This design comes from an exercise in tuning for small area on the open sky130 flow, not from production work.
Function was checked by simulation only, so behaviour that the tests miss may differ from the original.
The flow treats the clock pin as an ideal source. Dropping or thinning the clock tree relies on that and would not hold on a real chip.
Power figures rest on the tool's default switching activity, not on a simulated workload.

==> run Z: inputs <==
Design stopwatch, start of the top module:
module stopwatch (
  input clkIn,
  input rstIn,
  input btnRunIn,
  input btnPauseIn,
  input btnClearIn,
  output [7:0] aSegOut,
  output [7:0] cSegOut);
  localparam [1:0] S_IDLE  = 2'd0;   
  localparam [1:0] S_IDLEC = 2'd1;   
  localparam [1:0] S_RUN   = 2'd3;
  localparam [1:0] S_CLEAR = 2'd2;
  reg [1:0] state;
  reg       en;
  always @(posedge clkIn) begin
    if (rstIn) begin
      state <= S_IDLE;
      en    <= 1'b0;
    end else begin
      en <= (state == S_RUN);
      case (state)
        S_RUN:   state <= btnPauseIn ? S_IDLE : (btnClearIn ? S_CLEAR : S_RUN);
        S_CLEAR: state <= S_IDLEC;
        default: state <= btnRunIn ? S_RUN : (btnClearIn ? S_CLEAR : S_IDLE);
      endcase
    end
  end
  wire clr = rstIn | (state == S_IDLEC);
  reg pc, tick;
  always @(posedge clkIn) begin
    if (clr) begin
      pc   <= 1'b0;
      tick <= 1'b0;
    end else begin
      tick <= pc;
      pc   <= ~pc & en;
    end
  end
  function [3:0] nx_ones0(input [3:0] d, input inc);
    begin
      nx_ones0[0] = ~((~d[1] & ~d[2] & ~d[3]) | (~d[0] & ~inc) | (d[0] & ~d[2] & inc) | (~d[1] & ~d[3] & inc));
      nx_ones0[1] = (d[1] & ~inc) | (~d[1] & ~d[2] & inc) | (~d[0] & inc);
  ...
==> module stopwatch, before the edit <==
module stopwatch (
  input clkIn,
  input rstIn,
  input btnRunIn,
  input btnPauseIn,
  input btnClearIn,
  output [7:0] aSegOut,
  output [7:0] cSegOut);
  localparam [1:0] S_IDLE  = 2'd0;   
  localparam [1:0] S_IDLEC = 2'd1;   
  localparam [1:0] S_RUN   = 2'd3;
  localparam [1:0] S_CLEAR = 2'd2;
  reg [1:0] state;
  reg       en;
  always @(posedge clkIn) begin
    if (rstIn) begin
      state <= S_IDLE;
      en    <= 1'b0;
    end else begin
      en <= (state == S_RUN);
      case (state)
        S_RUN:   state <= btnPauseIn ? S_IDLE : (btnClearIn ? S_CLEAR : S_RUN);
        S_CLEAR: state <= S_IDLEC;
        default: state <= btnRunIn ? S_RUN : (btnClearIn ? S_CLEAR : S_IDLE);
      endcase
    end
  end
  wire clr = rstIn | (state == S_IDLEC);
  reg pc, tick;
  always @(posedge clkIn) begin
    if (clr) begin
      pc   <= 1'b0;
      tick <= 1'b0;
    end else begin
      tick <= pc;
      pc   <= ~pc & en;
    end
  end
  function [3:0] nx_ones0(input [3:0] d, input inc);
    begin
      nx_ones0[0] = ~((~d[1] & ~d[2] & ~d[3]) | (~d[0] & ~inc) | (d[0] & ~d[2] & inc) | (~d[1] & ~d[3] & inc));
      nx_ones0[1] = (d[1] & ~inc) | (~d[1] & ~d[2] & inc) | (~d[0] & inc);
      nx_ones0[2] = (d[2] & ~inc) | (d[0] & d[1] & inc) | (d[2] & ~d[3]) | (~d[0] & d[2]);
      nx_ones0[3] = (d[2] & d[3]) | (d[0] & ~d[1] & d[2] & inc);
    end
  endfunction
  function [3:0] nx_ones(input [3:0] d, input inc);
    begin
      nx_ones[0] = ~((~d[1] & ~d[2] & ~d[3]) | (~d[0] & ~inc) | (d[0] & ~d[2] & inc) | (~d[1] & ~d[3] & inc));
      nx_ones[1] = (d[1] & ~inc) | (~d[0] & inc);
      nx_ones[2] = ~((~d[2] & ~inc) | (~d[0] & ~d[2]) | (d[0] & ~d[1] & d[3] & inc));
      nx_ones[3] = (d[2] & d[3]) | (d[0] & ~d[1] & inc);
    end
  endfunction
  function [2:0] nx_tens(input [2:0] d, input inc);
    begin
      nx_tens[0] = (d[0] & d[1] & ~inc) | (~d[0] & d[1] & inc) | (d[0] & d[2]);
      nx_tens[1] = (d[1] & ~inc) | (~d[0] & inc);
      nx_tens[2] = (~d[0] & d[2]) | (d[0] & inc) | (d[1] & d[2]);
    end
  endfunction
  function [3:0] nx_hour(input [3:0] d, input inc);
    begin
      nx_hour[0] = ~((~d[0] & ~inc) | (d[0] & ~d[2] & inc) | (~d[1] & ~d[3] & inc) | (~d[2] & d[3]));
      nx_hour[1] = (d[1] & ~inc) | (~d[0] & inc);
      nx_hour[2] = ~((~d[2] & ~inc) | (~d[0] & ~d[2]) | (d[0] & ~d[1] & d[3] & inc));
      nx_hour[3] = (d[2] & d[3]) | (d[0] & ~d[1] & inc);
    end
  endfunction
  function zo(input [3:0] d); zo = (d[0] & ~d[1] & ~d[2] & ~d[3]); endfunction
  function zt(input [2:0] d); zt = (d[0] & ~d[1] & ~d[2]); endfunction
  reg [3:0] d0, d1, d2, d3, d5, d7;
  reg [2:0] d4, d6;
  always @(posedge clkIn) begin
    if (clr) begin
      d0 <= 4'd0; d1 <= 4'd0; d2 <= 4'd0; d3 <= 4'd0;
      d4 <= 3'd0; d5 <= 4'd0; d6 <= 3'd0; d7 <= 4'd0;
    end else begin
      d0 <= nx_ones0(d0, tick);
      d1 <= nx_ones(d1, zo(d0));
      d2 <= nx_ones(d2, zo(d1));
      d3 <= nx_ones(d3, zo(d2));
      d4 <= nx_tens(d4, zo(d3));
      d5 <= nx_ones(d5, zt(d4));
      d6 <= nx_tens(d6, zo(d5));
      d7 <= nx_hour(d7, zt(d6));
    end
  end
  wire      r1 = (~seg[0] & ~seg[2] & seg[3]);
  reg [1:0] rc;     
  reg [2:0] psel;   
  reg [3:0] ch;     
  reg [3:0] seg;    
  wire [2:0] sel = r1 ? 3'd0 :
                   (rc == 2'd0) ? {psel[2] ^ (psel[1] & psel[0]), psel[1] ^ psel[0], ~psel[0]} : psel;
  always @(posedge clkIn) begin
    psel <= sel;
    rc   <= rstIn ? 2'd0 : {rc[0], ~rc[1]};
    if (rstIn) ch <= 4'd0;
    else case (sel)
      3'd0: ch <= d0;
      3'd1: ch <= d1;
      3'd2: ch <= d2;
      3'd3: ch <= d3;
      3'd4: ch <= {1'b0, d4};
      3'd5: ch <= d5;
      3'd6: ch <= {1'b0, d6};
      default: ch <= d7;
    endcase
    seg <= rstIn ? 4'd8 : ch;
  end
  assign cSegOut[0] = (~seg[2] & seg[3]) | (~seg[0] & seg[1]);
  assign cSegOut[1] = (~seg[2] & seg[3]) | (seg[0] & seg[2] & ~seg[3]);
  assign cSegOut[2] = (~seg[2] & seg[3]) | (seg[0] & seg[1] & ~seg[2]);
  assign cSegOut[3] = (~seg[0] & seg[1]) | (~seg[1] & seg[3]);
  assign cSegOut[4] = (~seg[0] & seg[1]) | (~seg[0] & seg[2]) | (~seg[1] & seg[3]) | (seg[1] & seg[2] & ~seg[3]);
  assign cSegOut[5] = (seg[1] & ~seg[2]) | (~seg[2] & seg[3]) | (~seg[0] & ~seg[1] & seg[2]);
  assign cSegOut[6] = (~seg[1] & ~seg[2]) | (~seg[0] & ~seg[2]) | (~seg[0] & seg[3]);
  assign cSegOut[7] = 1'b1;
  assign aSegOut = ~(8'd1 << psel);
endmodule
==> flow/config.mk <==
export PLATFORM = sky130hd
export DESIGN_NAME = stopwatch
export DESIGN_NICKNAME = stopwatch
export VERILOG_FILES = /design/flow/design.v
export SDC_FILE = /design/flow/constraint.sdc
export NUM_CORES = 4
export LEC_CHECK = 0
export CAP_MARGIN = 20
export CORE_MARGIN = 2
export CORE_UTILIZATION = 40
export SLEW_MARGIN = 20
==> flow/constraint.sdc <==
create_clock -name core_clock -period 4.0 [get_ports {clkIn}]
set_input_delay 0.8000 -clock core_clock [delete_from_list [all_inputs] [get_ports {clkIn}]]
set_output_delay 0.8000 -clock core_clock [all_outputs]
set_load 0.01 [all_outputs]
standard.sh (not shown) runs the stock make flow with config.mk's settings and CLKGATE_MAP_FILE= SYNTH_SCRIPT=/design/flow/synth_recipe.tcl, a recipe that flattens the netlist after the stock synthesis.
==> flow/flow/run.sh <==
#!/bin/bash
# Own layout flow: the standard flow, with two changes.
#  1. Synthesis is ORFS's own script with stronger, area-oriented ABC
#     scripts (each of flow/abc_*.abc is tried and the smallest netlist
#     kept) and without half/full-adder extraction. Everything before ABC
#     (and so every register and its name) is as in the standard synthesis;
#     the flow gives each register the instance name the standard synthesis
#     gave it (pairing them by their Q nets) and falls back to the standard
#     netlist if the registers do not pair up.
#  2. Port buffers use the smallest buffer. Clock-tree synthesis is replaced
#     (cts_hook.tcl, sourced by ORFS's cts.tcl) by a two-level tree: a few
#     leaf clock buffers, each at the centre of a group of registers, driven
#     by one root buffer on the clock port. The CTS_ARGS below only matter
#     if the hook is taken out.
# Each tool's output goes to a log file of its own in the work folder.
set -euo pipefail
WORK=$PWD
FLOW=$WORK/flow
R=$WORK/orfs/results/$FLOW_PLATFORM/stopwatch/base

bash standard.sh synth > log_synth_standard.txt 2>&1
cp $R/1_2_yosys.v $WORK/standard_1_2_yosys.v

# 2. own synthesis, once per ABC script in flow/abc_*.abc; the smallest
#    netlist whose registers pair up with the standard synthesis's is kept
sed -e 's|^\( *\)extract_fa .*$|\1# (adder extraction skipped)|' \
    -e 's|log_cmd abc {\*}\$abc_args|log_cmd abc -script $::env(OWN_ABC_SCRIPT) {*}$lib_args {*}$lib_dont_use_args|' \
    $FLOW_HOME/scripts/synth.tcl > $WORK/own_synth_body.tcl
sed -e "s|source \$::env(SCRIPTS_DIR)/synth.tcl|source $WORK/own_synth_body.tcl|" \
    $WORK/synth_recipe.tcl > $WORK/own_synth.tcl
STAT=$WORK/orfs/reports/$FLOW_PLATFORM/stopwatch/base/synth_stat.txt
best=""
best_area=""
for script in $FLOW/abc_*.abc; do
  n=$(basename $script .abc)
  if OWN_ABC_SCRIPT=$script make -C $FLOW_HOME DESIGN_CONFIG=$WORK/config.mk \
       WORK_HOME=$WORK/orfs CLKGATE_MAP_FILE= SYNTH_SCRIPT=$WORK/own_synth.tcl do-yosys \
       > log_synth_own_$n.txt 2>&1 \
     && cp $R/1_2_yosys.v $WORK/own_$n.v \
     && python3 $FLOW/fix_regs.py $WORK/standard_1_2_yosys.v $WORK/own_$n.v > log_fix_regs_$n.txt 2>&1; then
    area=$(sed -n "s/.*Chip area for module.*: *//p" $STAT | head -1)
    echo "$n: area $area" >> log_choice.txt
    if [[ -n "$area" ]] && { [[ -z "$best" ]] || python3 -c "import sys; sys.exit(0 if float('$area') < float('$best_area') else 1)"; }; then
      best=$n
      best_area=$area
    fi
  else
    echo "$n: failed or registers do not pair up" >> log_choice.txt
  fi
done
if [[ -n "$best" ]]; then
  echo "using own synthesis $best ($best_area)" >> log_choice.txt
  cp $WORK/own_$best.v $R/1_2_yosys.v
else
  echo "falling back to the standard synthesis" >> log_choice.txt
  cp $WORK/standard_1_2_yosys.v $R/1_2_yosys.v
fi
rm -f $R/1_synth.odb $R/1_synth.sdc

# 3. the rest of the standard flow
export BUFFER_PORTS_ARGS="-buffer_cell sky130_fd_sc_hd__buf_1"
export CTS_ARGS="${OWN_CTS_ARGS:--sink_clustering_enable -repair_clock_nets -dont_use_dummy_load -buf_list sky130_fd_sc_hd__clkbuf_8 -sink_clustering_size 30}"
if [[ -f $FLOW/cts_hook.tcl ]]; then
  export PRE_CTS_TCL=$FLOW/cts_hook.tcl
  export OWN_CTS_LEAF=${OWN_CTS_LEAF:-sky130_fd_sc_hd__clkbuf_8}
  export OWN_CTS_ROOT=${OWN_CTS_ROOT:-sky130_fd_sc_hd__clkbuf_2}
  export OWN_CTS_GROUPS=${OWN_CTS_GROUPS:-3}
fi
bash standard.sh > log_layout.txt 2>&1
==> flow/flow/abc_1.abc <==
strash
&get -n
&fraig -x
&put
dc2
balance; rewrite; refactor; balance; rewrite; rewrite -z; balance; refactor -z; rewrite -z; balance
dc2
balance; rewrite; refactor; balance; rewrite; rewrite -z; balance; refactor -z; rewrite -z; balance
dch -f
&get -n
&dch -f
&nf -R 1000
&put
==> flow/flow/abc_2.abc <==
strash
&get -n
&fraig -x
&put
dc2
balance; rewrite; refactor; balance; rewrite; rewrite -z; balance; refactor -z; rewrite -z; balance
dc2
dch -f
&get -n
&dch -f
&nf -a -R 1000
&put
==> flow/flow/abc_3.abc <==
strash
&get -n
&fraig -x
&put
dc2
balance; rewrite; refactor; balance; rewrite; rewrite -z; balance; refactor -z; rewrite -z; balance
dc2
balance; rewrite; refactor; balance; rewrite; rewrite -z; balance; refactor -z; rewrite -z; balance
dch -f
&get -n
&dch -f
&nf -R 1000 -F 8 -A 8
&put
==> flow/flow/abc_4.abc <==
strash
&get -n
&fraig -x
&put
dc2
balance; rewrite; refactor; balance; rewrite; rewrite -z; balance; refactor -z; rewrite -z; balance
dc2
balance; rewrite; refactor; balance; rewrite; rewrite -z; balance; refactor -z; rewrite -z; balance
dc2
balance; rewrite; refactor; balance; rewrite; rewrite -z; balance; refactor -z; rewrite -z; balance
dch -f
&get -n
&dch -f
&nf -R 1000
&put
==> flow/flow/abc_5.abc <==
strash
&get -n
&fraig -x
&put
dc2
balance; rewrite; refactor; balance; rewrite; rewrite -z; balance; refactor -z; rewrite -z; balance
dc2
balance; rewrite; refactor; balance; rewrite; rewrite -z; balance; refactor -z; rewrite -z; balance
dch -f
&get -n
&dch -f
&nf -R 1000 -p
&put
Other scripts of this flow, unchanged in this note and not shown: flow/flow/cts_hook.tcl, flow/flow/fix_regs.py
==> run G (differences from run Z) <==
--- a/flow/design.v
+++ b/flow/design.v
@@ -86,7 +86,7 @@
       d7 <= nx_hour(d7, zt(d6));
     end
   end
-  wire      r1 = (~seg[0] & ~seg[2] & seg[3]);
+  reg       r1;     
   reg [1:0] rc;     
   reg [2:0] psel;   
   reg [3:0] ch;     
@@ -94,6 +94,7 @@
   wire [2:0] sel = r1 ? 3'd0 :
                    (rc == 2'd0) ? {psel[2] ^ (psel[1] & psel[0]), psel[1] ^ psel[0], ~psel[0]} : psel;
   always @(posedge clkIn) begin
+    r1   <= rstIn;
     psel <= sel;
     rc   <= rstIn ? 2'd0 : {rc[0], ~rc[1]};
     if (rstIn) ch <= 4'd0;
@@ -107,7 +108,7 @@
       3'd6: ch <= {1'b0, d6};
       default: ch <= d7;
     endcase
-    seg <= rstIn ? 4'd8 : ch;
+    seg <= rstIn ? 4'd10 : ch;
   end
   assign cSegOut[0] = (~seg[2] & seg[3]) | (~seg[0] & seg[1]);
   assign cSegOut[1] = (~seg[2] & seg[3]) | (seg[0] & seg[2] & ~seg[3]);
==> flow/flow/run.sh (replaced) <==
#!/bin/bash
# Own layout flow: the standard flow, with two changes.
#  1. Synthesis is ORFS's own script with a stronger, area-oriented ABC
#     script and without half/full-adder extraction. Everything before ABC
#     (and so every register and its name) is as in the standard synthesis;
#     the flow gives each register the instance name the standard synthesis
#     gave it (pairing them by their Q nets) and falls back to the standard
#     netlist if the registers do not pair up.
#  2. Port buffers use the smallest buffer. Clock-tree synthesis is replaced
#     (cts_hook.tcl, sourced by ORFS's cts.tcl) by a two-level tree: a few
#     leaf clock buffers, each at the centre of a group of registers, driven
#     by one root buffer on the clock port. The CTS_ARGS below only matter
#     if the hook is taken out.
# Each tool's output goes to a log file of its own in the work folder.
set -euo pipefail
WORK=$PWD
FLOW=$WORK/flow
R=$WORK/orfs/results/$FLOW_PLATFORM/stopwatch/base

bash standard.sh synth > log_synth_standard.txt 2>&1
cp $R/1_2_yosys.v $WORK/standard_1_2_yosys.v

# 2. own synthesis
sed -e 's|^\( *\)extract_fa .*$|\1# (adder extraction skipped)|' \
    -e 's|log_cmd abc {\*}\$abc_args|log_cmd abc -script $::env(OWN_ABC_SCRIPT) {*}$lib_args {*}$lib_dont_use_args|' \
    $FLOW_HOME/scripts/synth.tcl > $WORK/own_synth_body.tcl
sed -e "s|source \$::env(SCRIPTS_DIR)/synth.tcl|source $WORK/own_synth_body.tcl|" \
    $WORK/synth_recipe.tcl > $WORK/own_synth.tcl
if OWN_ABC_SCRIPT=$FLOW/area.abc make -C $FLOW_HOME DESIGN_CONFIG=$WORK/config.mk \
     WORK_HOME=$WORK/orfs CLKGATE_MAP_FILE= SYNTH_SCRIPT=$WORK/own_synth.tcl do-yosys \
     > log_synth_own.txt 2>&1 \
   && cp $R/1_2_yosys.v $WORK/own_1_2_yosys.v \
   && python3 $FLOW/fix_regs.py $WORK/standard_1_2_yosys.v $WORK/own_1_2_yosys.v > log_fix_regs.txt 2>&1; then
  echo "using own synthesis" >> log_fix_regs.txt
  cp $WORK/own_1_2_yosys.v $R/1_2_yosys.v
else
  echo "falling back to the standard synthesis" >> log_fix_regs.txt
  cp $WORK/standard_1_2_yosys.v $R/1_2_yosys.v
fi
rm -f $R/1_synth.odb $R/1_synth.sdc

# 3. the rest of the standard flow
export BUFFER_PORTS_ARGS="-buffer_cell sky130_fd_sc_hd__buf_1"
export CTS_ARGS="${OWN_CTS_ARGS:--sink_clustering_enable -repair_clock_nets -dont_use_dummy_load -buf_list sky130_fd_sc_hd__clkbuf_8 -sink_clustering_size 30}"
if [[ -f $FLOW/cts_hook.tcl ]]; then
  export PRE_CTS_TCL=$FLOW/cts_hook.tcl
  export OWN_CTS_LEAF=${OWN_CTS_LEAF:-sky130_fd_sc_hd__clkbuf_8}
  export OWN_CTS_ROOT=${OWN_CTS_ROOT:-sky130_fd_sc_hd__clkbuf_2}
  export OWN_CTS_GROUPS=${OWN_CTS_GROUPS:-3}
fi
bash standard.sh > log_layout.txt 2>&1
==> flow/flow/area.abc (new file) <==
strash
&get -n
&fraig -x
&put
dc2
balance; rewrite; refactor; balance; rewrite; rewrite -z; balance; refactor -z; rewrite -z; balance
dc2
balance; rewrite; refactor; balance; rewrite; rewrite -z; balance; refactor -z; rewrite -z; balance
dch -f
&get -n
&dch -f
&nf -R 1000
&put
removed: flow/flow/abc_1.abc
removed: flow/flow/abc_2.abc
removed: flow/flow/abc_3.abc
removed: flow/flow/abc_4.abc
removed: flow/flow/abc_5.abc
==> comparison table <==
| quantity | run G | run Z |
|---|---|---|
| Outcome | finished clean | finished clean |
| Wire length the detailed router placed on met1 | 1980 um | 2040 um |
| Top cell class by occupied area | registers | multi-input gates |
| Comb pwr share | 7.3% | 8.2% |
| Count of vias placed by the detailed router | 1765 | 1679 |
| Placer Congestion | 0.873 | 0.818 |
| First-pass detailed-route iteration total | 4 | 5 |
| Worst path max stage delay | 0.50 ns | 0.49 ns |
| Detailed placer's ending HPWL | 3080 um | 2980 um |
| Shortest clock period the worst path allows after layout | 2.35 ns | 2.16 ns |
| Global Route met2 Usage | 25.2% | 25.3% |
| Logic depth of the worst path, buffers included | 3 | 2 |
| Final hold slack | 0.407 ns | 0.417 ns |
In every run of this note, the design's own scripts or RTL, not TritonCTS, make the clock network.

static timing again, ports no longer ideal:
In the flow no input, the clock included, has a driving cell. The finished layouts below were timed again as built, in two steps.
Step 1 sets driving cells, clkbuf_16 on the clock port and buf_2 on the other inputs (assumed; they add their load-dependent delay and slew).
Step 2 times the ports against the registers' clock, not the clock port: input delays grow and output delays shrink by t, the midpoint of the rising clock arrivals with the driver on.
Slacks: no drivers / after step 1 / after step 2; pairs: no drivers / after step 1.
| run | t, ns | setup WS [ns] | clock arrival spread, ns | cell pins on the clock port's net |
|---|---|---|---|---|
| run Z | 0.378 | 1.842 / 1.818 / 1.889 | 0.012 / 0.011 | 1 |
| run G | 0.411 | 1.650 / 1.625 / 2.011 | 0.022 / 0.023 | 1 |
After both steps setup and hold are still met in every run listed.
